Context: an optimization exercise on an open-source flow, tuned for small area, a short achievable clock period and few clock cycles per item. The choices shown serve that exercise and are no tape-out recipe.
Only simulation tests tie the RTL to the original design; equivalence was not proved.
Power figures rest on the tool's default switching activity, not on a simulated workload.

==> design/flow/config.mk <==
export PLATFORM = sky130hd
export DESIGN_NAME = MD5_custom_SIMD_instruction
export DESIGN_NICKNAME = MD5_custom_SIMD_instruction
export VERILOG_FILES = /design/flow/design.v
export SDC_FILE = /design/flow/constraint.sdc
export NUM_CORES = 8
export LEC_CHECK = 0
export ABC_AREA = 1
export CAP_MARGIN = 20
export CORE_AREA = 5 5 385 385
export CTS_BUF_LIST = sky130_fd_sc_hd__clkbuf_4 sky130_fd_sc_hd__clkbuf_8
export DIE_AREA = 0 0 390 390
export SLEW_MARGIN = 20
==> design/flow/constraint.sdc <==
create_clock -name core_clock -period 12.0 [get_ports {clk}]
set_input_delay 2.4000 -clock core_clock [delete_from_list [all_inputs] [get_ports {clk}]]
set_output_delay 2.4000 -clock core_clock [all_outputs]
set_load 0.01 [all_outputs]
==> design/flow/design.v <==
module md5_tables (
  input  wire [5:0]  step,
  output wire [31:0] kadd,
  output wire [7:0]  msel,
  output wire [3:0]  fnext,
  output wire [16:0] rnext
);
  wire [63:0] dec = 64'd1 << step;
  assign kadd[0] = |(dec & 64'hf4ef5e112e3a536a);
  assign kadd[1] = |(dec & 64'h289b0182c394bd3f);
  assign kadd[2] = |(dec & 64'h12a3d68c0f88250d);
  assign kadd[3] = |(dec & 64'h20a42914744c259e);
  assign kadd[4] = |(dec & 64'h72752940311a16a3);
  assign kadd[5] = |(dec & 64'h352679721484cf1c);
  assign kadd[6] = |(dec & 64'h01e8f1e8b5db8087);
  assign kadd[7] = |(dec & 64'h6d5b339177e4378e);
  assign kadd[8] = |(dec & 64'hc64b15329bc5bf49);
  assign kadd[9] = |(dec & 64'hfb83c1b93167273d);
  assign kadd[10] = |(dec & 64'h09f165d147b4857d);
  assign kadd[11] = |(dec & 64'h08d934fccac2428c);
  assign kadd[12] = |(dec & 64'h7ce97ec5845b1fc3);
  assign kadd[13] = |(dec & 64'h99a7a3cf98619103);
  assign kadd[14] = |(dec & 64'h7bf968bb48e63736);
  assign kadd[15] = |(dec & 64'h7135185918e505d5);
  assign kadd[16] = |(dec & 64'haa2c93e73be82215);
  assign kadd[17] = |(dec & 64'h782d32f8fd4e8251);
  assign kadd[18] = |(dec & 64'he1724a5e331ec75d);
  assign kadd[19] = |(dec & 64'h15b9d6faf40ab60c);
  assign kadd[20] = |(dec & 64'h380e18fb8746fe2c);
  assign kadd[21] = |(dec & 64'h11a1e36df9ac622e);
  assign kadd[22] = |(dec & 64'ha8281a15bed32749);
  assign kadd[23] = |(dec & 64'h60e67ffe9ae45a95);
  assign kadd[24] = |(dec & 64'hdafb2817edc45fdc);
  assign kadd[25] = |(dec & 64'hefb33171a15aab10);
  assign kadd[26] = |(dec & 64'h9dfcf66ff64ab25a);
  assign kadd[27] = |(dec & 64'h75b629d6d8245fe1);
  assign kadd[28] = |(dec & 64'h1924aa6492289248);
  assign kadd[29] = |(dec & 64'hfbae91eebac6baeb);
  assign kadd[30] = |(dec & 64'hcdaddb36b76ddadd);
  assign kadd[31] = |(dec & 64'h5b76db6ddb6db76d);
  assign msel[0] = |(dec & 64'h0080800031310888);
  assign msel[1] = |(dec & 64'h2020101000808404);
  assign msel[2] = |(dec & 64'h0000404000000101);
  assign msel[3] = |(dec & 64'h1111000044440000);
  assign msel[4] = |(dec & 64'h0000088880002222);
  assign msel[5] = |(dec & 64'h4c4c222202020000);
  assign msel[6] = |(dec & 64'h0202010108084040);
  assign msel[7] = |(dec & 64'h0000040400001010);
  assign fnext[0] = |(dec & 64'h0000000000007fff);
  assign fnext[1] = |(dec & 64'h000000007fff8000);
  assign fnext[2] = |(dec & 64'h00007fff80000000);
  assign fnext[3] = |(dec & 64'h7fff800000000000);
  assign rnext[0] = |(dec & 64'h0000000000000888);
  assign rnext[1] = |(dec & 64'h0000000000001111);
  assign rnext[2] = |(dec & 64'h0000000000002222);
  assign rnext[3] = |(dec & 64'h0000000000004444);
  assign rnext[4] = |(dec & 64'h0000000008888000);
  assign rnext[5] = |(dec & 64'h0000000011110000);
  assign rnext[6] = |(dec & 64'h0000000022220000);
  assign rnext[7] = |(dec & 64'h0000000044440000);
  assign rnext[8] = |(dec & 64'h0000088880000000);
  assign rnext[9] = |(dec & 64'h0000111100000000);
  assign rnext[10] = |(dec & 64'h0000222200000000);
  assign rnext[11] = |(dec & 64'h0000444400000000);
  assign rnext[12] = |(dec & 64'h0888800000000000);
  assign rnext[13] = |(dec & 64'h1111000000000000);
  assign rnext[14] = |(dec & 64'h2222000000000000);
  assign rnext[15] = |(dec & 64'h4444000000000000);
  assign rnext[16] = |(dec & 64'h8000000000000000);
endmodule
module MD5_custom_SIMD_instruction (clk, reset,
	in_v, rd, vrd1, vrd2,
		in_data, in_vdata1, in_vdata2,
	out_v, out_rd, out_vrd1, out_vrd2,
		out_data, out_vdata1, out_vdata2);
	input clk, reset;
	input in_v;
	input [4:0] rd;
	input [2:0] vrd1, vrd2;
	input [32-1:0] in_data;
	input [256-1:0] in_vdata1, in_vdata2;
	output out_v;
	output [4:0] out_rd;
	output [2:0] out_vrd1, out_vrd2;
	output [32-1:0] out_data;
	output [256-1:0] out_vdata1, out_vdata2;
	wire [511:0] min = {in_vdata2, in_vdata1};
	reg        busy, fin, outv, first;
	reg [5:0]  cnt;
	reg [4:0]  t_rd;
	reg [2:0]  t_vrd1, t_vrd2;
	reg [31:0] a, b, c, d, t;
	reg [31:0] ring [0:15];
	wire       run = busy | fin;
	wire [31:0] kadd;
	wire [7:0]  msel;
	wire [3:0]  fnext;
	wire [16:0] rnext;
	reg  [3:0]  fs;    
	reg  [16:0] rs;    
	md5_tables tab (.step(cnt), .kadd(kadd), .msel(msel), .fnext(fnext), .rnext(rnext));
	wire [7:0] ms = fin ? 8'd0 : msel;
	wire        pol = ~cnt[0] & ~fin;
	wire [31:0] mword = {32{pol}} ^ (
		({32{ms[0]}} & ring[0]) |
		({32{ms[1]}} & ring[1]) |
		({32{ms[2]}} & ring[2]) |
		({32{ms[3]}} & ring[3]) |
		({32{ms[4]}} & ring[5]) |
		({32{ms[5]}} & ring[8]) |
		({32{ms[6]}} & ring[9]) |
		({32{ms[7]}} & ring[10]));
	wire [31:0] kk = fin ? 32'h10325476 : kadd;
	wire [31:0] tsum = d + kk + mword;
	wire [31:0] f = ({32{first}} & 32'hd76aa477) |
		({32{fs[0]}} & ((b & c) | (~b & d))) |
		({32{fs[1]}} & ((d & b) | (~d & c))) |
		({32{fs[2]}} & (b ^ c ^ d)) |
		({32{fs[3]}} & (c ^ (b | ~d)));
	wire [31:0] x = f + t;
	wire [31:0] y =
		({32{rs[0]}} & {x[24:0], x[31:25]}) |
		({32{rs[1]}} & {x[19:0], x[31:20]}) |
		({32{rs[2]}} & {x[14:0], x[31:15]}) |
		({32{rs[3]}} & {x[9:0], x[31:10]}) |
		({32{rs[4]}} & {x[26:0], x[31:27]}) |
		({32{rs[5]}} & {x[22:0], x[31:23]}) |
		({32{rs[6]}} & {x[17:0], x[31:18]}) |
		({32{rs[7]}} & {x[11:0], x[31:12]}) |
		({32{rs[8]}} & {x[27:0], x[31:28]}) |
		({32{rs[9]}} & {x[20:0], x[31:21]}) |
		({32{rs[10]}} & {x[15:0], x[31:16]}) |
		({32{rs[11]}} & {x[8:0], x[31:9]}) |
		({32{rs[12]}} & {x[25:0], x[31:26]}) |
		({32{rs[13]}} & {x[21:0], x[31:22]}) |
		({32{rs[14]}} & {x[16:0], x[31:17]}) |
		({32{rs[15]}} & {x[10:0], x[31:11]}) |
		({32{rs[16]}} & 32'hefcdab89);
	wire [31:0] bn = b + y;
	integer j;
	always @(posedge clk) begin
		if (reset) begin
			busy <= 1'b0;
			fin <= 1'b0;
			outv <= 1'b0;
		end else begin
			busy <= busy ? (cnt != 6'd63) : in_v;
			fin <= busy & (cnt == 6'd63);
			outv <= fin;
		end
		first <= ~run;
		fs <= run ? fnext : 4'd0;
		rs <= run ? rnext : 17'd1;
		cnt <= busy ? cnt + 6'd1 : 6'd0;
		a <= t;
		if (run) begin
			b <= bn;
			c <= b;
			d <= c + (fin ? 32'h98badcfe : 32'd0);
			t <= tsum;
			for (j = 0; j < 16; j = j + 1) ring[(j+1)%16] <= ~ring[j];
		end else begin
			b <= 32'hefcdab89; c <= 32'h98badcfe; d <= 32'h10325476;
			t <= min[31:0];
			t_rd <= rd; t_vrd1 <= vrd1; t_vrd2 <= vrd2;
			ring[1] <= ~min[31:0];
			ring[2] <= ~min[63:32];
			ring[4] <= ~min[95:64];
			ring[15] <= ~min[127:96];
			ring[13] <= ~min[159:128];
			ring[6] <= ~min[191:160];
			ring[0] <= ~min[223:192];
			ring[3] <= ~min[255:224];
			ring[9] <= ~min[287:256];
			ring[10] <= ~min[319:288];
			ring[12] <= ~min[351:320];
			ring[7] <= ~min[383:352];
			ring[5] <= ~min[415:384];
			ring[14] <= ~min[447:416];
			ring[8] <= ~min[479:448];
			ring[11] <= ~min[511:480];
		end
	end
	assign out_v = outv;
	assign out_rd = t_rd;
	assign out_vrd1 = t_vrd1;
	assign out_vrd2 = t_vrd2;
	assign out_data = 32'd0;
	assign out_vdata2 = {256{1'b0}};
	assign out_vdata1 = {128'd0, t, d, b, a};
endmodule
==> design/flow/flow/run.sh <==
#!/bin/bash
# Standard ORFS layout with a tighter setup-repair target and minimum-size port buffers.
set -euo pipefail
bash standard.sh SETUP_SLACK_MARGIN=8.5 "BUFFER_PORTS_ARGS=-buffer_cell sky130_fd_sc_hd__buf_1" finish > standard.log 2>&1
==> design/flow/standard.sh <==
#!/bin/bash
# synth_recipe.tcl (not shown) runs the flow's synth.tcl, then flattens the netlist and writes it again
# the make line also repeats each setting of config.mk as NAME=value (left out here)
make -C /OpenROAD-flow-scripts/flow DESIGN_CONFIG=/design/flow/config.mk WORK_HOME=/design/flow/orfs CLKGATE_MAP_FILE= SYNTH_SCRIPT=/design/flow/synth_recipe.tcl "${@:-finish}"
==> results of run 1 <==
==> layout make-up <==
cell class	count	share of cell area [%]
Antenna cell	35	0.145
Clock buffer	193	4.01
Clock inverter	31	0.665
Inverter	643	4.60
Multi-Input combinational cell	4194	48.3
Sequential cell	714	24.5
Tap cell	1903	3.94
Timing Repair Buffer	1218	13.8
Timing Repair inverter	5	0.0766
==> Yosys cell counts (20+ instances only) <==
library cell  count
o211ai_1         29
a21o_1           23
o22ai_1          81
nor4_1           38
buf_2            30
o221ai_1         20
a21oi_1         259
ha_1            120
a21boi_0         20
nor2_1          535
nand4_1         125
xor2_1           47
dfxtp_1         703
clkbuf_1        115
buf_1            45
a31oi_1          25
o21ai_0         249
mux2i_1         425
o21bai_1         35
nor3_1          132
inv_1           617
o21a_1           22
or2_2            32
buf_4           419
a211oi_1         27
nand2_1        1083
nand3_1         286
fa_1             35
o2111ai_1        27
==> stage by stage <==
step	setup WS (ps)	hold WS [ps]
global placement	4850	388
floorplan	7760	387
global route	6750	375
finish	6950	360
detailed placement	4920	392
CTS	7060	353
==> power by group <==
| group | total [uW] | switching (uW) | internal, uW |
|---|---|---|---|
| sequential | 3250 | 488 | 2760 |
| clock | 2580 | 1190 | 1390 |
| combinational | 7160 | 4210 | 2950 |
==> kinds of logic after synthesis <==
family                   Yosys count  share of synthesized area, %
AND/OR/NAND/NOR                 2290                          23.0
AO/OA/AOI/OAI                    854                          12.0
flip-flops                       714                          33.8
multiplexers                     425                          9.97
adder cells (fa/ha/maj)          155                          5.16
buffers and inverters           1259                          15.0
other                              1                       0.00879
XOR/XNOR                          53                          1.09
==> worst max-delay path, delay by kind of cell (launching register included) <==
family,cells,cell delay [ps]
buffers and inverters,9,970
DFF,1,320
and+or+nand+nor,19,2290
AOI/OAI and AO/OA,3,280
adders and majority gates,3,1010
==> flip-flops by register name (all words and copies together), names as in the netlist, 4 cells and up <==
signal and flops:
cnt 6, rs 17, t_rd 5, fs 4, a 32, c 32, ring 512, d 32
t 32, b 32
==> how the worst max path moves through the flow <==
| stage | startpoint | to | slack (ps) |
|---|---|---|---|
| finish | fs[0]$_SDFF_PP0_ | b[16]$_SDFF_PP1_ | 6950 |
| global route | fs[0]$_SDFF_PP0_ | b[26]$_SDFF_PP1_ | 6750 |
| CTS | fs[0]$_SDFF_PP0_ | b[22]$_SDFF_PP1_ | 7060 |
| detailed placement | cnt[5]$_SDFF_PN0_ | t[27]$_DFF_P_ | 4920 |
| global placement | cnt[5]$_SDFF_PN0_ | t[27]$_DFF_P_ | 4850 |
| floorplan | d[18]$_SDFF_PP0_ | b[23]$_SDFF_PP1_ | 7760 |
==> repair_timing <==
| item | in CTS | in global routing |
|---|---|---|
| setup endpoints to repair | 237 | 220 |
| gates resized for setup | 1305 | 510 |
| buffers inserted | 370 | 123 |
| hold buffers | 0 | 0 |
| gates cloned | 14 | 0 |
| pin swaps | 319 | 303 |
==> layer usage <==
metal	part of all wire (%)	vias to the layer above	global-route usage, %
met5	0.11	-	0
met4	7.5	40	18.8
met3	9.6	745	8.19
met2	45	2877	50.0
met1	38	22300	36.8
li1	-	20700	-
==> run summary, run 1 <==
Outcome: no timing/DRC/antenna violations
Post-synth EDFFs: 11
DR vias: 46,700
Final WL: 251,000 um
Worst endpoint data arrival time: 5760 ps
RSZ-0062 raised after global routing: yes
Pleak: 0.0287 uW
Avg Inst Size Synth: 7.42 um2
Final Core Density: 42.1%
Crit-path max FO: 5
Setup Total Neg Slack: 0 ps
Gp weighted congestion: 1.01
Starting density of the core: 29.7%
Sink of the worst hold path: ring[5][16]$_DFF_P_
Fin cells: 8,936
Most common cell after layout, fill and taps aside: nand2_1
Core box area: 0.143 mm2
Drt first pass iters: 9
Clk Latency, worst-skew pair: 900 ps
Worst Hold Class: register to register
Reg2reg start: fs[0]$_SDFF_PP0_
PortBufs: 665
CTS tree: built
Max incr delay on CP: 400 ps
Sink Count: 714
CTS root buffer: clkbuf_8
Slew headroom: 21.3%
CP Launch Type: register
Cells after Synth: 5,751
CP required: 12,720 ps
Fmax: 198 MHz
YS warnings: 2
R2R setup slack: 6950 ps
Detailed-route DRC error count: 0
Drt via density: 5.22
Clk slew on worst S/H paths: 60 ps
Die area: 0.152 mm2
FFs w/ async S/R, synth: 0%
Register area: 0.0148 mm2
DIE WIDTH: 390 um
Number of CTS-inserted buffers: 131
Yosys cell types: 58
Ys flop type: dfxtp_1
Largest net degree at the start of global routing: 133
Maximum vdd drop: 179 uV
CP Class: register to register
Least-Margin Pin Slew: 1150 ps
Total track usage: 31.0%
Filler Cells Inserted: 14,400
Grt ovf: 0
Most used cell, CP: nand2_4
CP endpoint kind: register
Vias in the first global route: 44,300
Power Total: 13,000 uW
Die height: 390 um
Top cell type's share of synthesized area: 33.0%
Commonest cells after routing, fill and taps aside: 858 x nand2_1, 571 x dfxtp_1, 543 x buf_1
Clock Tree Buf Depth: 3
Skew final: 75.8 ps
Worst R2R Path Depth: 34
Initial drt markers: 4,837
Area occupied by multi-input gates: 0.0292 mm2
Layout Nets: 7,620
Htree depth: 4
Syn-to-layout area delta: 41.6%
Setup-failing EPs final: 0
FF+latch count, synth: 714
FF-to-FF End: b[16]$_SDFF_PP1_
FP Rows: 139
Hpwl dp: 189,000 um
Mapped Area: 0.0427 mm2
Minimum period implied by the final worst setup slack: 5050 ps
Proportion of layout cells with a drive suffix above 1: 29.1%
Leading area contributor after synthesis: dfxtp_1
Initial antenna violation count: 54
Tcrit/Tclk final: 42.1%
Placed insts: 8,170
Power Dens Cells: 215 mW/mm2
WHS Path Cells: 1
Final hold viol count: 0
First-pass GRT wire length: 336,000 um
Post-DRT Antenna Nets: 0
Synth area leaders: dfxtp_1 33%, mux2i_1 10%, nand2_1 9.5%
Area post-placement: 0.0463 mm2
Drt wl/cell: 28.1 um
Final instance area: 0.0604 mm2
Final Max Slew Viols: 0
Hold Path Origin: ring[4][16]$_DFF_P_
Slowest-stage cell, CP: fa_2
# IOs: 1,114
Sequential share of the synthesized area: 33.8%
Max_cap viols: 0
Testbench counts, summed over its fixed seeds: cycles 105,600, hashes 1,600.
==> run 2, diff against run 1 <==
--- a/design/flow/config.mk
+++ b/design/flow/config.mk
@@ -10,3 +10,2 @@
 export CORE_AREA = 5 5 385 385
-export CTS_BUF_LIST = sky130_fd_sc_hd__clkbuf_4 sky130_fd_sc_hd__clkbuf_8
 export DIE_AREA = 0 0 390 390
==> run 2 against run 1 <==
Register-to-register slack is essentially flat; synthesized cell count is the same; global-route usage grew 0.067 points; largest power group unchanged; sequential power is essentially flat; critical endpoint is now b[29]$_SDFF_PP1_; setup slack lost 3.0 ps; sequential cell count is the same; critical path depth shrank 1.
==> run summary, run 2 <==
Outcome: no timing/DRC/antenna violations
Cts hold-fix bufs: 0 (unchanged)
Sequential share of the synthesized area: 33.8% (unchanged)
Post-synth EDFFs: 11 (unchanged)
RSZ-0062 raised after global routing: yes
Starting density of the core: 29.7% (unchanged)
Proportion of layout cells with a drive suffix above 1: 29.4% (+0.32 points)
Hold_ws: 391 ps (+31.7 ps)
Layout Nets: 7,604 (-0.21%)
DR vias: 46,700 (-0.062%)
FF+latch count, synth: 714 (unchanged)
P_sw: 5970 uW (+1.5%)
Sink Count: 714 (unchanged)
Post-DRT Antenna Nets: 0 (unchanged)
Top reg by flops: ring
Worst endpoint data arrival time: 5640 ps (-120 ps)
Total track usage: 31.0% (+0.067 points)
Crit-path max FO: 4 (-1)
Avg Inst Size Synth: 7.42 um2 (unchanged)
Mapped Area: 0.0427 mm2 (unchanged)
Clock Tree Buf Depth: 3 (unchanged)
Clk Latency, worst-skew pair: 760 ps (-140 ps)
CTS root buffer: clkbuf_16
Die height: 390 um (unchanged)
CP required: 12,590 ps (-130 ps)
Pleak: 0.0290 uW (+0.85%)
YS warnings: 2 (unchanged)
Worst R2R Path Depth: 33 (-2.9%)
Drt wl/cell: 28.4 um (+1.0%)
Final worst slack: 6950 ps (-2.98 ps)
CP Launch Type: register
Drt via density: 5.25 (+0.41%)
FP Rows: 139 (unchanged)
Final WL: 253,000 um (+0.53%)
Gp weighted congestion: 1.01 (unchanged)
Power Total: 13,400 uW (+2.8%)
Commonest cells after routing, fill and taps aside: 842 x nand2_1, 571 x dfxtp_1, 545 x buf_1
Power Dens Cells: 218 mW/mm2 (+1.6%)
Ys flop type: dfxtp_1
Most frequent cell after synthesis: nand2_1
WHS Path Cells: 1 (unchanged)
Cells after Synth: 5,751 (unchanged)
Largest net degree at the start of global routing: 133 (unchanged)
Vias in the first global route: 44,200 (-0.23%)
Htree depth: 3 (-1)
Drt first pass iters: 6 (-3)
Clock network power share: 20.4% (+0.6 points)
Maximum vdd drop: 210 uV (+17%)
Worst Hold Class: register to register
Final Max Slew Viols: 0 (unchanged)
Die area: 0.152 mm2 (unchanged)
FFs w/ async S/R, synth: 0% (unchanged)
Slew headroom: 19.2% (-2.1 points)
Top cell type's share of synthesized area: 33.0% (unchanged)
Core box area: 0.143 mm2 (unchanged)
Minimum period implied by the final worst setup slack: 5050 ps (+2.98 ps)
CTS tree: built
Pre-CTS WS: 4920 ps (unchanged)
Setup-failing EPs final: 0 (unchanged)
Initial drt markers: 4,417 (-8.7%)
Syn-to-layout area delta: 43.3%
DIE WIDTH: 390 um (unchanged)
Most used cell, CP: nand2_1
Critical path depth: 33 (-2.9%)
Fmax: 198 MHz (about the same)
Clk slew on worst S/H paths: 60 ps (about the same)
Max reg flops: 512 (unchanged)
Final Core Density: 42.6% (+0.52 points)
Tcrit/Tclk final: 42.1% (about the same)
Max incr delay on CP: 370 ps (-30 ps)
# IOs: 1,114 (unchanged)
Most common cell after layout, fill and taps aside: nand2_1
Max_cap viols: 0 (unchanged)
CP endpoint kind: register
Leading area contributor after synthesis: dfxtp_1
Least-Margin Pin Slew: 1210 ps (+63.8 ps)
Hpwl dp: 189,000 um (unchanged)
Internal Pwr Total: 7380 uW (+4.0%)
Yosys cell types: 58 (unchanged)
Detailed-route DRC error count: 0 (unchanged)
Synth area leaders: dfxtp_1 33%, mux2i_1 10%, nand2_1 9.5%
CP top delay family: simple AND/OR/NAND/NOR gates
Slowest-stage cell, CP: dfxtp_4
Final hold viol count: 0 (unchanged)
Setup Total Neg Slack: 0 ps (unchanged)
Grt ovf: 0 (unchanged)
Worst path bufs/invs: 7 (-2)
Comb pwr share: 55.2% (about the same)
PortBufs: 665 (unchanged)
Reg power frac: 24.4% (-0.6 points)
CP Class: register to register
Sw frac: 44.7% (-0.59 points)
First-pass GRT wire length: 337,000 um (+0.22%)
Skew final: 75.1 ps (-0.724 ps)
Initial antenna violation count: 48 (-11%)
Number of CTS-inserted buffers: 84 (-36%)
Synth cell count leaders: 1,083 x nand2_1, 703 x dfxtp_1, 617 x inv_1
-- run 2: worst reg2reg max path, delay by kind of cell, from the launching register on --
kind | cells | cell delay [ps]
fa+ha+maj | 2 | 640
compound gates | 8 | 1260
simple gates | 16 | 1870
flops | 1 | 370
buf+inv | 7 | 790
-- run 2: path summary, 6_finish.rpt --
path                  startpoint                   to  slack (ps)
min reg2reg  ring[4][19]$_DFF_P_  ring[5][19]$_DFF_P_         390
max              d[8]$_SDFF_PP0_     b[29]$_SDFF_PP1_        6950
max reg2reg      d[8]$_SDFF_PP0_     b[29]$_SDFF_PP1_        6950
min          ring[4][19]$_DFF_P_  ring[5][19]$_DFF_P_         390
-- run 2: per-layer routing --
metal	track usage, %	wire, um	up-vias
li1	-	-	20700
met1	36.5	93900	22300
met2	50.2	114000	2823
met3	8.22	24700	749
met4	19.6	20100	32
met5	0	198	-
-- run 2: area by class of cell --
cell class	count	area (um2)
antenna	31	77.6
clock inverter	44	613
inverter	643	2760
multi-input combinational	4194	29500
tap	1903	2380
fill	14300	82300
sequential	714	14800
timing repair inverter	5	40.0
timing repair buffer	1249	8710
clock buffer	111	2320
-- run 2: power groups by stage --
stage	clock [uW]	combinational (uW)	sequential (uW)
floorplan	0	2950	2970
detailed placement	0	4340	3220
finish	2720	7370	3260
global route	2860	7760	3280
global placement	0	4330	3220
CTS	2760	6130	3230
-- run 2: cells by family (layout without fill, tap and decap cells) --
family / Yosys count / after routing / synth area share [%]
XOR/XNOR: 53 / 53 / 1.09
AO/OA/AOI/OAI: 854 / 854 / 12.0
other: 1 / 447 / 0.00879
buffers and inverters: 1259 / 2052 / 15.0
multiplexers: 425 / 425 / 9.97
adder cells (fa/ha/maj): 155 / 155 / 5.16
flip-flops: 714 / 714 / 33.8
AND/OR/NAND/NOR: 2290 / 2291 / 23.0
-- run 2: what timing repair did --
| action | CTS | global route |
|---|---|---|
| endpoints found under the setup margin | 232 | 218 |
| gates cloned | 17 | 1 |
| pin swaps | 306 | 277 |
| setup buffers | 385 | 135 |
| resized for setup | 1317 | 583 |
-- run 2: stage by stage --
step / cells / instance area (um2)
floorplan: 6166 / 45000
global placement: 8170 / 46300
detailed placement: 8170 / 46300
CTS: 8727 / 57800
global route: 8881 / 61100
finish: 8894 / 61200
==> run 3, diff against run 2 <==
==> design/flow/flow/run.sh (replaced) <==
#!/bin/bash
# Standard ORFS layout with a tighter setup-repair target, free resizing and minimum-size port buffers.
set -euo pipefail
bash standard.sh SETUP_SLACK_MARGIN=8.5 MATCH_CELL_FOOTPRINT=0 "BUFFER_PORTS_ARGS=-buffer_cell sky130_fd_sc_hd__buf_1" finish > standard.log 2>&1
--- a/design/flow/config.mk
+++ b/design/flow/config.mk
@@ -12 +12,2 @@
 export SLEW_MARGIN = 20
+export TNS_END_PERCENT = 0
==> run 3 against run 2 <==
Still clean on timing, DRC and antenna; sequential cell count stayed put; count of clock-buffer cells in the layout is 3 lower; sequential share of layout area is 2.2 points higher; synthesized cell count stayed put; global-route usage is 1.5 points lower; clock power is 5% lower.
==> run summary, run 3 <==
Outcome: no timing/DRC/antenna violations
PortBufs: 665 (unchanged)
Syn-to-layout area delta: 29.5%
Sequential share of the synthesized area: 33.8% (unchanged)
Final WL: 240,000 um (-4.9%)
Die area: 0.152 mm2 (unchanged)
CP top delay family: simple AND/OR/NAND/NOR gates
Max_cap viols: 0 (unchanged)
Most frequent cell after synthesis: nand2_1
Clk slew on worst S/H paths: 60 ps (about the same)
CP Class: register to register
# IOs: 1,114 (unchanged)
Skew final: 53.6 ps (-21.5 ps)
Clock network power share: 22.3% (+1.9 points)
Register area: 0.0146 mm2 (-1.5%)
Tcrit/Tclk final: 42.9% (+0.78 points)
Worst endpoint data arrival time: 5760 ps (+120 ps)
Drt wl/cell: 27.8 um (-2.1%)
Drt via density: 5.25 (about the same)
Final Max Slew Viols: 0 (unchanged)
R2R setup slack: 6860 ps (-90 ps)
Core box area: 0.143 mm2 (unchanged)
CP endpoint kind: register
Largest net degree at the start of global routing: 145 (+9.0%)
CP required: 12,620 ps (+30 ps)
First-pass GRT wire length: 321,000 um (-4.6%)
Reg2reg start: b[1]$_SDFF_PP0_
Clock Tree Buf Depth: 3 (unchanged)
Number of CTS-inserted buffers: 82 (-2.4%)
Worst Hold Class: register to register
Power Dens Cells: 211 mW/mm2 (-3.5%)
Proportion of layout cells with a drive suffix above 1: 18.7% (-11 points)
Sw frac: 45.7% (+0.94 points)
Reg power frac: 27.6% (+3.2 points)
Hold Path Origin: ring[4][11]$_DFF_P_
Detailed-route DRC error count: 0 (unchanged)
Filler Cells Inserted: 15,000 (+4.7%)
CTS tree: built
YS warnings: 2 (unchanged)
Max incr delay on CP: 440 ps (+70 ps)
Htree depth: 3 (unchanged)
Die height: 390 um (unchanged)
Final worst slack: 6860 ps (-93.1 ps)
FFs w/ async S/R, synth: 0% (unchanged)
CP Launch Type: register
WHS Path Cells: 1 (unchanged)
Commonest cells after routing, fill and taps aside: 911 x nand2_1, 665 x buf_1, 633 x dfxtp_1
Avg Inst Size Synth: 7.42 um2 (unchanged)
Setup-failing EPs final: 0 (unchanged)
DIE WIDTH: 390 um (unchanged)
Pre-CTS WS: 5120 ps (+199 ps)
Top reg by flops: ring
Initial antenna violation count: 62 (+29%)
Top cell type's share of synthesized area: 33.0% (unchanged)
Maximum vdd drop: 187 uV (-11%)
Grt ovf: 0 (unchanged)
Clk Latency, worst-skew pair: 730 ps (-30 ps)
Sink Count: 714 (unchanged)
Minimum period implied by the final worst setup slack: 5140 ps (+93.1 ps)
Starting density of the core: 29.7% (unchanged)
Area occupied by multi-input gates: 0.0272 mm2 (-7.6%)
Internal Pwr Total: 6320 uW (-14%)
Post-synth EDFFs: 11 (unchanged)
FP Rows: 139 (unchanged)
Layout Nets: 7,357 (-3.2%)
Drt first pass iters: 6 (unchanged)
FF+latch count, synth: 714 (unchanged)
Fmax: 194 MHz (-1.8%)
Crit-path max FO: 5 (+1)
Pleak: 0.0267 uW (-7.9%)
Total track usage: 29.5% (-1.5 points)
Worst R2R Path Depth: 30 (-9.1%)
Sink of the worst hold path: ring[5][11]$_DFF_P_
Hpwl dp: 187,000 um (-1.3%)
Slowest-stage cell, CP: dfxtp_4
Worst path bufs/invs: 4 (-3)
Yosys cell types: 58 (unchanged)
Setup Total Neg Slack: 0 ps (unchanged)
CTS root buffer: clkbuf_16
P_sw: 5310 uW (-11%)
Cells after Synth: 5,751 (unchanged)
Final hold viol count: 0 (unchanged)
Critical path depth: 30 (-9.1%)
Max reg flops: 512 (unchanged)
Initial drt markers: 5,021 (+14%)
Leading area contributor after synthesis: dfxtp_1
Post-DRT Antenna Nets: 0 (unchanged)
Most used cell, CP: nand2_1
Slew headroom: 25.5% (+6.3 points)
Gp weighted congestion: 1.05 (+4.1%)
DR vias: 45,300 (-2.9%)
RSZ-0062 raised after global routing: yes
Synth area leaders: dfxtp_1 33%, mux2i_1 10%, nand2_1 9.5%
Ys flop type: dfxtp_1
Comb pwr share: 50.1% (-5.1 points)
Vias in the first global route: 42,600 (-3.6%)
Mapped Area: 0.0427 mm2 (unchanged)
Most common cell after layout, fill and taps aside: nand2_1
Least-Margin Pin Slew: 1120 ps (-95.6 ps)
Synth cell count leaders: 1,083 x nand2_1, 703 x dfxtp_1, 617 x inv_1
FF-to-FF End: b[29]$_SDFF_PP1_
[run 3: cell counts after synthesis]
No cell type changed its count.
[run 3: worst max-delay path by stage]
| stage | startpoint | endpoint | slack, ps |
|---|---|---|---|
| after floorplan | d[16]$_SDFF_PP0_ | b[22]$_SDFF_PP1_ | 7730 |
| final | b[1]$_SDFF_PP0_ | b[29]$_SDFF_PP1_ | 6860 |
| after global routing | fs[0]$_SDFF_PP0_ | b[30]$_SDFF_PP1_ | 6710 |
| after global placement | cnt[5]$_SDFF_PN0_ | t[27]$_DFF_P_ | 4950 |
| after CTS | d[14]$_SDFF_PP1_ | b[18]$_SDFF_PP1_ | 6990 |
| after detailed placement | cnt[5]$_SDFF_PN0_ | t[27]$_DFF_P_ | 5120 |
[run 3: stage by stage]
step / cells / total power (uW) / utilization, % / hold WS (ps) / instance area (um2)
final: 8636 / 11600 / 38.5 / 387 / 55200
after global routing: 8622 / 12200 / 38.5 / 392 / 55200
after CTS: 8520 / 10800 / 36.7 / 378 / 52700
after detailed placement: 8168 / 7350 / 31.9 / 392 / 45800
after global placement: 8168 / 7330 / 31.9 / 388 / 45800
after floorplan: 6166 / 5780 / - / 387 / 44500
[run 3: area by class of cell]
cell class,count,share of cell area (%)
Inverter,643,4.83
Tap cell,1903,4.31
Clock buffer,108,4.05
Multi-Input combinational cell,4193,49.2
Antenna cell,27,0.122
Clock inverter,38,0.938
Timing Repair Buffer,1008,10.1
Timing Repair inverter,2,0.0317
Sequential cell,714,26.4
[run 3: kinds of logic after synthesis]
| logic type | count (synthesis) | share of synthesized area, % |
|---|---|---|
| xor gates and xnor gates | 53 | 1.09 |
| adders and majority gates | 155 | 5.16 |
| buffers and inverters | 1259 | 15.0 |
| AOI/OAI and AO/OA | 854 | 12.0 |
| and+or+nand+nor | 2290 | 23.0 |
| DFF | 714 | 33.8 |
| muxes | 425 | 9.97 |
| other | 1 | 0.00879 |
[run 3: power groups by stage]
| stage | Combinational [uW] | Sequential, uW | Clock [uW] |
|---|---|---|---|
| 2_1_floorplan | 2810 | 2970 | 0 |
| 3_3_place_gp | 4130 | 3210 | 0 |
| 3_5_place_dp | 4150 | 3210 | 0 |
| 4_1_cts | 5010 | 3180 | 2640 |
| 5_1_grt | 6190 | 3230 | 2740 |
| 6_report | 5830 | 3210 | 2590 |
[run 3: timing repair]
action | CTS | global route
pin swaps | 138 | 225
setup endpoints to repair | 231 | 405
setup buffers | 203 | 84
gates resized for setup | 589 | 424
gates cloned | 3 | 5
hold buffers | 0 | 0
[run 3: layer usage]
metal / wire length [um] / vias to the layer above / GRT usage [%] / share of wire (%)
met4: 18200 / 34 / 16.9 / 7.6
met2: 108000 / 2934 / 48.0 / 45
li1: - / 20200 / - / -
met3: 24500 / 711 / 7.69 / 10
met5: 237 / - / 0 / 0.099
met1: 89400 / 21400 / 35.3 / 37
==> run 4, diff against run 3 <==
==> design/flow/flow/run.sh (replaced) <==
#!/bin/bash
# Standard ORFS layout with a tighter setup-repair target, free resizing and minimum-size port buffers.
set -euo pipefail
bash standard.sh SETUP_SLACK_MARGIN=7.5 MATCH_CELL_FOOTPRINT=0 "BUFFER_PORTS_ARGS=-buffer_cell sky130_fd_sc_hd__buf_1" finish > standard.log 2>&1
==> run 4 against run 3 <==
Highest routed layer unchanged; first-iteration DRC count is 6.1% lower; count of clock-buffer cells in the layout is 9 higher; sequential share of layout area is 0.13 points higher; non-clock buffer count is 25 lower; synthesized cell count stayed put; critical path type unchanged; wire length is 1.1% higher; setup slack worse by 39 ps; combinational power is 3% lower; core utilization is 0.30 points lower; still clean; largest power group unchanged.
==> run summary, run 4 <==
Outcome: no timing/DRC/antenna violations
CP required: 12,660 ps (+40 ps)
Setup-failing EPs final: 0 (unchanged)
First-pass GRT wire length: 326,000 um (+1.5%)
Die area: 0.152 mm2 (unchanged)
CP startpoint: cnt[0]$_SDFF_PN0_
FF+latch count, synth: 714 (unchanged)
Clk slew on worst S/H paths: 60 ps (about the same)
Pleak: 0.0265 uW (-0.85%)
FF-to-FF End: t[24]$_DFF_P_
Comb pwr share: 48.4% (-1.7 points)
Drt via density: 5.19 (-0.99%)
Final hold viol count: 0 (unchanged)
Drt wl/cell: 28.2 um (+1.4%)
Reg power frac: 27.4% (-0.2 points)
CTS tree: built
Avg Inst Size Synth: 7.42 um2 (unchanged)
Top cell type's share of synthesized area: 33.0% (unchanged)
Total track usage: 30.1% (+0.59 points)
Sw frac: 44.8% (-0.86 points)
RSZ-0062 raised after global routing: yes
Initial drt markers: 4,714 (-6.1%)
DR vias: 44,700 (-1.3%)
Synth cell count leaders: 1,083 x nand2_1, 703 x dfxtp_1, 617 x inv_1
CTS root buffer: clkbuf_16
# IOs: 1,114 (unchanged)
Setup crit end: t[24]$_DFF_P_
Layout Nets: 7,336 (-0.29%)
Starting density of the core: 29.7% (unchanged)
Top reg by flops: ring
Gp weighted congestion: 1.01 (-4.1%)
Setup Total Neg Slack: 0 ps (unchanged)
Filler Cells Inserted: 15,000 (+0.13%)
Power Dens Cells: 213 mW/mm2 (+1.3%)
Leading area contributor after synthesis: dfxtp_1
Maximum vdd drop: 175 uV (-6.1%)
PortBufs: 665 (unchanged)
Minimum period implied by the final worst setup slack: 5180 ps (+39.1 ps)
Post-DRT Antenna Nets: 0 (unchanged)
Htree depth: 3 (unchanged)
Detailed-route DRC error count: 0 (unchanged)
Max_cap viols: 0 (unchanged)
Clk Latency, worst-skew pair: 760 ps (+30 ps)
Core box area: 0.143 mm2 (unchanged)
CP endpoint kind: register
Worst endpoint data arrival time: 5840 ps (+80 ps)
Power Total: 11,700 uW (+0.55%)
Tcrit/Tclk final: 43.2% (+0.33 points)
Most common cell after layout, fill and taps aside: nand2_1
Hpwl dp: 191,000 um (+2.1%)
Proportion of layout cells with a drive suffix above 1: 17.5% (-1.2 points)
Max reg flops: 512 (unchanged)
Final WL: 243,000 um (+1.1%)
Largest net degree at the start of global routing: 124 (-14%)
P_sw: 5240 uW (-1.3%)
Commonest cells after routing, fill and taps aside: 940 x nand2_1, 665 x buf_1, 646 x dfxtp_1
Initial antenna violation count: 48 (-23%)
Die height: 390 um (unchanged)
CP Class: register to register
Fmax: 193 MHz (-0.76%)
Crit-path max FO: 7 (+2)
DIE WIDTH: 390 um (unchanged)
Least-Margin Pin Slew: 1150 ps (+39.1 ps)
Mapped Area: 0.0427 mm2 (unchanged)
Skew final: 78.7 ps (+25.1 ps)
Post-synth EDFFs: 11 (unchanged)
Vias in the first global route: 42,600 (-0.026%)
FFs w/ async S/R, synth: 0% (unchanged)
Clock Tree Buf Depth: 3 (unchanged)
Most frequent cell after synthesis: nand2_1
FP Rows: 139 (unchanged)
Sink Count: 714 (unchanged)
Worst R2R Path Depth: 24 (-20%)
Number of CTS-inserted buffers: 86 (+4.9%)
Cells after Synth: 5,751 (unchanged)
YS warnings: 2 (unchanged)
Slew headroom: 23.0% (-2.5 points)
CP Launch Type: register
Worst Hold Class: register to register
Final Max Slew Viols: 0 (unchanged)
Reg2reg start: cnt[0]$_SDFF_PN0_
Grt ovf: 0 (unchanged)
Clock network power share: 24.2% (+1.9 points)
Syn-to-layout area delta: 28.5%
Drt first pass iters: 7 (+1)
Sequential share of the synthesized area: 33.8% (unchanged)
Internal Pwr Total: 6460 uW (+2.1%)
Ys flop type: dfxtp_1
Yosys cell types: 58 (unchanged)
Synth area leaders: dfxtp_1 33%, mux2i_1 10%, nand2_1 9.5%
R2R setup slack: 6820 ps (-40 ps)
[run 4: logic make-up (layout without fill, tap and decap cells)]
family          Yosys count  count (layout)  synth area share, %
mux                     425             425                 9.97
simple gates           2290            2290                 23.0
buf+inv                1259            1786                 15.0
other cells               1             432              0.00879
xor+xnor                 53              53                 1.09
flops                   714             714                 33.8
compound gates          854             854                 12.0
fa+ha+maj               155             155                 5.16
[run 4: worst min-delay path by stage]
stage,from,slack [ps],end,depth (start not counted)
finish,ring[7][11]$_DFF_P_,330,ring[8][11]$_DFF_P_,1
global route,ring[7][11]$_DFF_P_,360,ring[8][11]$_DFF_P_,1
CTS,ring[7][11]$_DFF_P_,320,ring[8][11]$_DFF_P_,1
detailed placement,ring[14][21]$_DFF_P_,390,ring[15][21]$_DFF_P_,1
global placement,ring[12][5]$_DFF_P_,390,ring[13][5]$_DFF_P_,1
floorplan,ring[15][0]$_DFF_P_,390,ring[0][0]$_DFF_P_,1
[run 4: stage by stage]
stage               instances  hold slack (ps)  worst slack [ps]  cell area (um2)  utilization (%)
detailed placement       8165              392              4060            45600             31.8
CTS                      8543              317              6930            53400             37.2
global route             8602              363              6570            54800             38.2
finish                   8612              329              6820            54800             38.2
floorplan                6166              387              7470            44300                -
global placement         8165              388              3990            45600             31.8
[run 4: layout make-up]
type | instances | area (um2) | area share, %
diodes | 16 | 40.0 | 0.0730
well taps | 1903 | 2380 | 4.34
clock inverters | 41 | 617 | 1.13
multi-input cells | 4193 | 26800 | 48.8
repair buffers | 983 | 5310 | 9.69
clock buffers | 117 | 2480 | 4.52
repair inverters | 2 | 20.0 | 0.0365
flip-flops and latches | 714 | 14500 | 26.5
inverters | 643 | 2680 | 4.90
[run 4: what timing repair did]
| action | 4_1_cts | 5_1_grt |
|---|---|---|
| endpoints found under the setup margin | 64 | 61 |
| pin swaps | 157 | 157 |
| resized for setup | 674 | 234 |
| gates cloned | 4 | 3 |
| setup buffers | 216 | 50 |
| hold endpoints to repair | 0 | 0 |
| hold buffers | 0 | 0 |
[run 4: worst max-delay path: stages, from the launching register on]
cell and delay (ps):
dfxtp_4 370, ha_4 180, ha_4 190, nand2_2 100, nor2_2 80, nand2_4 100, buf_4 190, nand2_1 180
nor3_1 770, nand4_1 230, o21ai_0 410, fa_1 490, inv_1 70, ha_2 300, a21oi_2 170, inv_1 70
a31oi_1 160, o21ai_0 150, a21oi_4 200, nor2_1 70, nand2_1 60, nand2_1 90, xor2_1 220, nor2_1 70
nor2_1 150
[run 4: power by group through the flow]
stage / logic, uW / registers [uW] / clock network, uW
global route: 6040 / 3240 / 2970
global placement: 4070 / 3210 / 0
CTS: 5120 / 3190 / 2890
floorplan: 2750 / 2970 / 0
finish: 5660 / 3210 / 2840
detailed placement: 4090 / 3210 / 0
[run 4: per-layer routing]
metal / vias up / track usage, % / wire length (um)
li1: 20100 / - / -
met1: 21300 / 35.7 / 91600
met2: 2624 / 48.7 / 109000
met3: 646 / 7.80 / 23100
met4: 38 / 18.5 / 18700
met5: - / 0 / 248

-- what the ideal ports hide --
No port has a modelled driver above. Below, the same layouts with a new extraction and two added sets of constraints. Step 1 (the two cells are an assumption about what drives the block):
set clk [get_ports {clk}]
set_driving_cell -lib_cell sky130_fd_sc_hd__clkbuf_16 $clk
set_driving_cell -lib_cell sky130_fd_sc_hd__buf_2 [delete_from_list [all_inputs] $clk]
Step 2 adds t to the input delays and takes it off the output delays; t is the mean of the earliest and latest rising clock arrival at the registers after step 1. Input paths then give back, and output paths get back, about the clock's delay inside the block. a / b / c = no drivers / after step 1 / after step 2; a / b = the first two.
| run | shift t [ns] | setup slack, ns | worst hold slack (ns) | clock arrival spread, ns |
|---|---|---|---|---|
| run 1 | 0.954 | 6.952 / 6.952 / 6.952 | 0.360 / 0.360 / 0.360 | 0.076 / 0.076 |
| run 2 | 0.796 | 6.949 / 6.949 / 6.949 | 0.391 / 0.391 / 0.391 | 0.080 / 0.081 |
| run 3 | 0.786 | 6.856 / 6.856 / 6.856 | 0.387 / 0.387 / 0.387 | 0.054 / 0.054 |
| run 4 | 0.804 | 6.817 / 6.817 / 6.817 | 0.329 / 0.329 / 0.329 | 0.079 / 0.079 |
After both steps setup and hold are still met in every run listed.
